From an optimization exercise on the open Yosys and OpenROAD flow, aimed at a short achievable clock period, few clock cycles and low power; shortcuts taken in it are not production practice. Power and IR drop assume default switching activity.

## the reference run
## mips
module mips(input  logic       clk, reset,
            input  logic [7:0] memdata,
            output logic [7:0] adr,
            output logic       memread, memwrite,
            output logic [7:0] writedata);
  localparam logic [2:0] S_F3 = 3'd0,   
                         S_F0 = 3'd1,   
                         S_F2 = 3'd2,   
                         S_F1 = 3'd3,   
                         S_X  = 3'd4,   
                         S_L  = 3'd5,   
                         S_W  = 3'd6;   
  logic [2:0] state;
  logic [5:0] pc;           
  logic [2:0] kind;         
  logic [7:0] t;            
  logic [2:0] rs, rt;
  logic [7:0] rf [7:1];
  logic is_j, is_r, is_beq, is_sb;
  assign is_j   = kind[1] & kind[0];
  assign is_r   = ~kind[2] & ~kind[0];
  assign is_beq = ~kind[1] & kind[0];
  assign is_sb  = kind[2] & kind[1];
  logic [2:0] nkind;        
  assign nkind = {memdata[7], memdata[5] | memdata[3], memdata[4] | memdata[3]};
  logic [7:0] ra, rb;
  assign ra = (rs == 3'd0) ? 8'd0 : rf[rs];
  assign rb = (rt == 3'd0) ? 8'd0 : rf[rt];
  function automatic logic [7:0] add8(input logic [7:0] a, b, input logic cin);
    logic [7:0] p, g, gg, pp, gn, pn;
    p = a ^ b;
    g = a & b;
    gg = {g[7:1], g[0] | (p[0] & cin)};
    pp = p;
    for (int d = 1; d < 8; d = d * 2) begin
      gn = gg; pn = pp;
      for (int i = d; i < 8; i++) begin
        gn[i] = gg[i] | (pp[i] & gg[i-d]);
        pn[i] = pp[i] & pp[i-d];
      end
      gg = gn; pp = pn;
    end
    add8 = p ^ {gg[6:0], cin};
  endfunction
  logic       sub;
  logic [7:0] bsrc, sum, aluout;
  assign sub  = (state == S_F1) & t[1];
  assign bsrc = (state == S_F1) ? (rb ^ {8{sub}}) : t;
  assign sum  = add8(ra, bsrc, sub);
  always_comb
    if (t[2]) aluout = t[0] ? (ra | rb) : (ra & rb);
    else if (t[3]) aluout = {7'd0, sum[7]};
    else aluout = sum;
  logic       eq;
  assign eq = (ra == rb);
  logic [5:0] pc1, target;
  assign pc1    = pc + 6'd1;
  assign target = pc + t[5:0];
  assign memread   = 1'b1;
  assign writedata = t;
  logic       we;
  logic [2:0] wa;
  logic [7:0] wd;
  ...
Size: roughly 91 flip-flops, about 28 I/O pins, roughly 0.0057 sq mm of cells after synthesis.
==> module mips, before the edit <==
module mips(input  logic       clk, reset,
            input  logic [7:0] memdata,
            output logic [7:0] adr,
            output logic       memread, memwrite,
            output logic [7:0] writedata);
  localparam logic [2:0] S_F3 = 3'd0,   
                         S_F0 = 3'd1,   
                         S_F2 = 3'd2,   
                         S_F1 = 3'd3,   
                         S_X  = 3'd4,   
                         S_L  = 3'd5,   
                         S_W  = 3'd6;   
  logic [2:0] state;
  logic [5:0] pc;           
  logic [2:0] kind;         
  logic [7:0] t;            
  logic [2:0] rs, rt;
  logic [7:0] rf [7:1];
  logic is_j, is_r, is_beq, is_sb;
  assign is_j   = kind[1] & kind[0];
  assign is_r   = ~kind[2] & ~kind[0];
  assign is_beq = ~kind[1] & kind[0];
  assign is_sb  = kind[2] & kind[1];
  logic [2:0] nkind;        
  assign nkind = {memdata[7], memdata[5] | memdata[3], memdata[4] | memdata[3]};
  logic [7:0] ra, rb;
  assign ra = (rs == 3'd0) ? 8'd0 : rf[rs];
  assign rb = (rt == 3'd0) ? 8'd0 : rf[rt];
  function automatic logic [7:0] add8(input logic [7:0] a, b, input logic cin);
    logic [7:0] p, g, gg, pp, gn, pn;
    p = a ^ b;
    g = a & b;
    gg = {g[7:1], g[0] | (p[0] & cin)};
    pp = p;
    for (int d = 1; d < 8; d = d * 2) begin
      gn = gg; pn = pp;
      for (int i = d; i < 8; i++) begin
        gn[i] = gg[i] | (pp[i] & gg[i-d]);
        pn[i] = pp[i] & pp[i-d];
      end
      gg = gn; pp = pn;
    end
    add8 = p ^ {gg[6:0], cin};
  endfunction
  logic       sub;
  logic [7:0] bsrc, sum, aluout;
  assign sub  = (state == S_F1) & t[1];
  assign bsrc = (state == S_F1) ? (rb ^ {8{sub}}) : t;
  assign sum  = add8(ra, bsrc, sub);
  always_comb
    if (t[2]) aluout = t[0] ? (ra | rb) : (ra & rb);
    else if (t[3]) aluout = {7'd0, sum[7]};
    else aluout = sum;
  logic       eq;
  assign eq = (ra == rb);
  logic [5:0] pc1, target;
  assign pc1    = pc + 6'd1;
  assign target = pc + t[5:0];
  assign memread   = 1'b1;
  assign writedata = t;
  logic       we;
  logic [2:0] wa;
  logic [7:0] wd;
  always_comb begin
    we = 1'b0; wa = rt; wd = memdata;
    if (state == S_F1) begin we = 1'b1; wa = memdata[5:3]; wd = aluout; end
    if (state == S_L)  begin we = 1'b1; wa = rt;           wd = memdata; end
  end
  always_ff @(posedge clk)
    for (int i = 1; i < 8; i++)
      if (we && wa == i[2:0]) rf[i] <= wd;
  always_ff @(posedge clk) begin
    if (reset) begin
      state    <= S_F3;
      pc       <= 6'd0;
      adr      <= 8'h03;
      memwrite <= 1'b0;
    end else begin
      memwrite <= 1'b0;
      case (state)
        S_F3: begin
          kind  <= nkind;
          adr   <= {pc, 2'b00};
          state <= S_F0;
        end
        S_F0: begin
          t <= memdata;
          if (is_j) begin
            pc    <= memdata[5:0];
            adr   <= {memdata[5:0], 2'b11};
            state <= S_F3;
          end else begin
            adr   <= {pc, 2'b10};
            state <= S_F2;
          end
        end
        S_F2: begin
          rs <= memdata[7:5];
          rt <= memdata[2:0];
          if (is_r) begin
            adr   <= {pc, 2'b01};
            state <= S_F1;
          end else begin
            pc    <= pc1;
            adr   <= {pc1, 2'b11};
            state <= S_X;
          end
        end
        S_F1: begin
          pc    <= pc1;
          adr   <= {pc1, 2'b11};
          state <= S_F3;
        end
        S_X: begin
          kind <= nkind;
          if (is_beq) begin
            if (eq) begin
              pc    <= target;
              adr   <= {target, 2'b11};
              state <= S_F3;
            end else begin
              adr   <= {pc, 2'b00};
              state <= S_F0;
            end
          end else begin
            adr <= sum;
            if (is_sb) begin
              t        <= rb;
              memwrite <= 1'b1;
              state    <= S_W;
            end else
              state <= S_L;
          end
        end
        default: begin   
          adr   <= {pc, 2'b00};
          state <= S_F0;
        end
      endcase
    end
  end
endmodule
Settings: LEC_CHECK=0, CAP_MARGIN=20, CORE_MARGIN=2, CORE_UTILIZATION=60, SLEW_MARGIN=20; clock period 10.0 ns.
standard.sh (not shown) runs the stock make flow with config.mk's settings and CLKGATE_MAP_FILE= SYNTH_SCRIPT=/design/flow/synth_recipe.tcl, a recipe that flattens the netlist after the stock synthesis.
==> flow/flow/run.sh <==
#!/bin/bash
set -euo pipefail
export CTS_ARGS="-sink_clustering_enable -repair_clock_nets -dont_use_dummy_load -buf_list sky130_fd_sc_hd__clkbuf_8"
bash standard.sh SETUP_SLACK_MARGIN=7.2 finish > standard_make.log 2>&1
The reference run: done, clean on timing, DRC and antenna
diff inputs: the reference run => the trial run
--- a/flow/design.v
+++ b/flow/design.v
@@ -64,13 +64,16 @@
   always_comb begin
     we = 1'b0; wa = rt; wd = memdata;
     if (state == S_F1) begin we = 1'b1; wa = memdata[5:3]; wd = aluout; end
     if (state == S_L)  begin we = 1'b1; wa = rt;           wd = memdata; end
   end
+  logic [7:1] wsel;
+  always_comb
+    for (int i = 1; i < 8; i++) wsel[i] = we & (wa == i[2:0]);
   always_ff @(posedge clk)
     for (int i = 1; i < 8; i++)
-      if (we && wa == i[2:0]) rf[i] <= wd;
+      rf[i] <= (wd & {8{wsel[i]}}) | (rf[i] & {8{~wsel[i]}});
   always_ff @(posedge clk) begin
     if (reset) begin
       state    <= S_F3;
       pc       <= 6'd0;
       adr      <= 8'h03;
==> comparison <==
In the final reports, the cell area of the trial run is smaller than that of the reference run.
Going from the reference run to the trial run, utilization now sits lower; area overhead of the layout relative to synthesis now smaller.
In the metrics for the reference run and the trial run, the one carrying the lower placed standard-cell area is the reference run.
Looking at simple-gate share of the synthesized area, the trial run sits 0.16 points higher than the reference run does.
Measured against each other, the reference run and the trial run differ in delay contributed by the slowest stage of the critical path, the lower figure coming from the trial run.
From the reference run to the trial run the numbers moved as follows: number of non-filler instances in the completed layout higher, fraction of power consumed by the clock network lower, non-clock buffer count in the final layout lower.
For the critical path data required time, the trial run came in 30 ps higher than the reference run did.
No functional check of the RTL was part of any run of this note.

==> separate check: timing with driven ports <==
Ports are ideal in the flow. The routed layouts listed here were re-timed in OpenROAD. Step 1 assumes that a clkbuf_16 drives the clock port and a buf_2 every other input. Step 2 moves the port delays by t, midway between the first and last clock arrival at a register: inputs arrive t later, outputs are due t later. That takes back most of the time a late clock gives input paths. a / b / c = ideal ports / drivers / drivers and shift; a / b = the first two.
run | t, ns | slack for setup (ns) | slew at the worst register clock pin (ns)
the reference run | 0.383 | 6.295 / 6.295 / 6.295 | 0.09 / 0.09
the trial run | 0.400 | 6.204 / 6.204 / 6.204 | 0.09 / 0.09
After both steps every run listed still meets setup and hold.
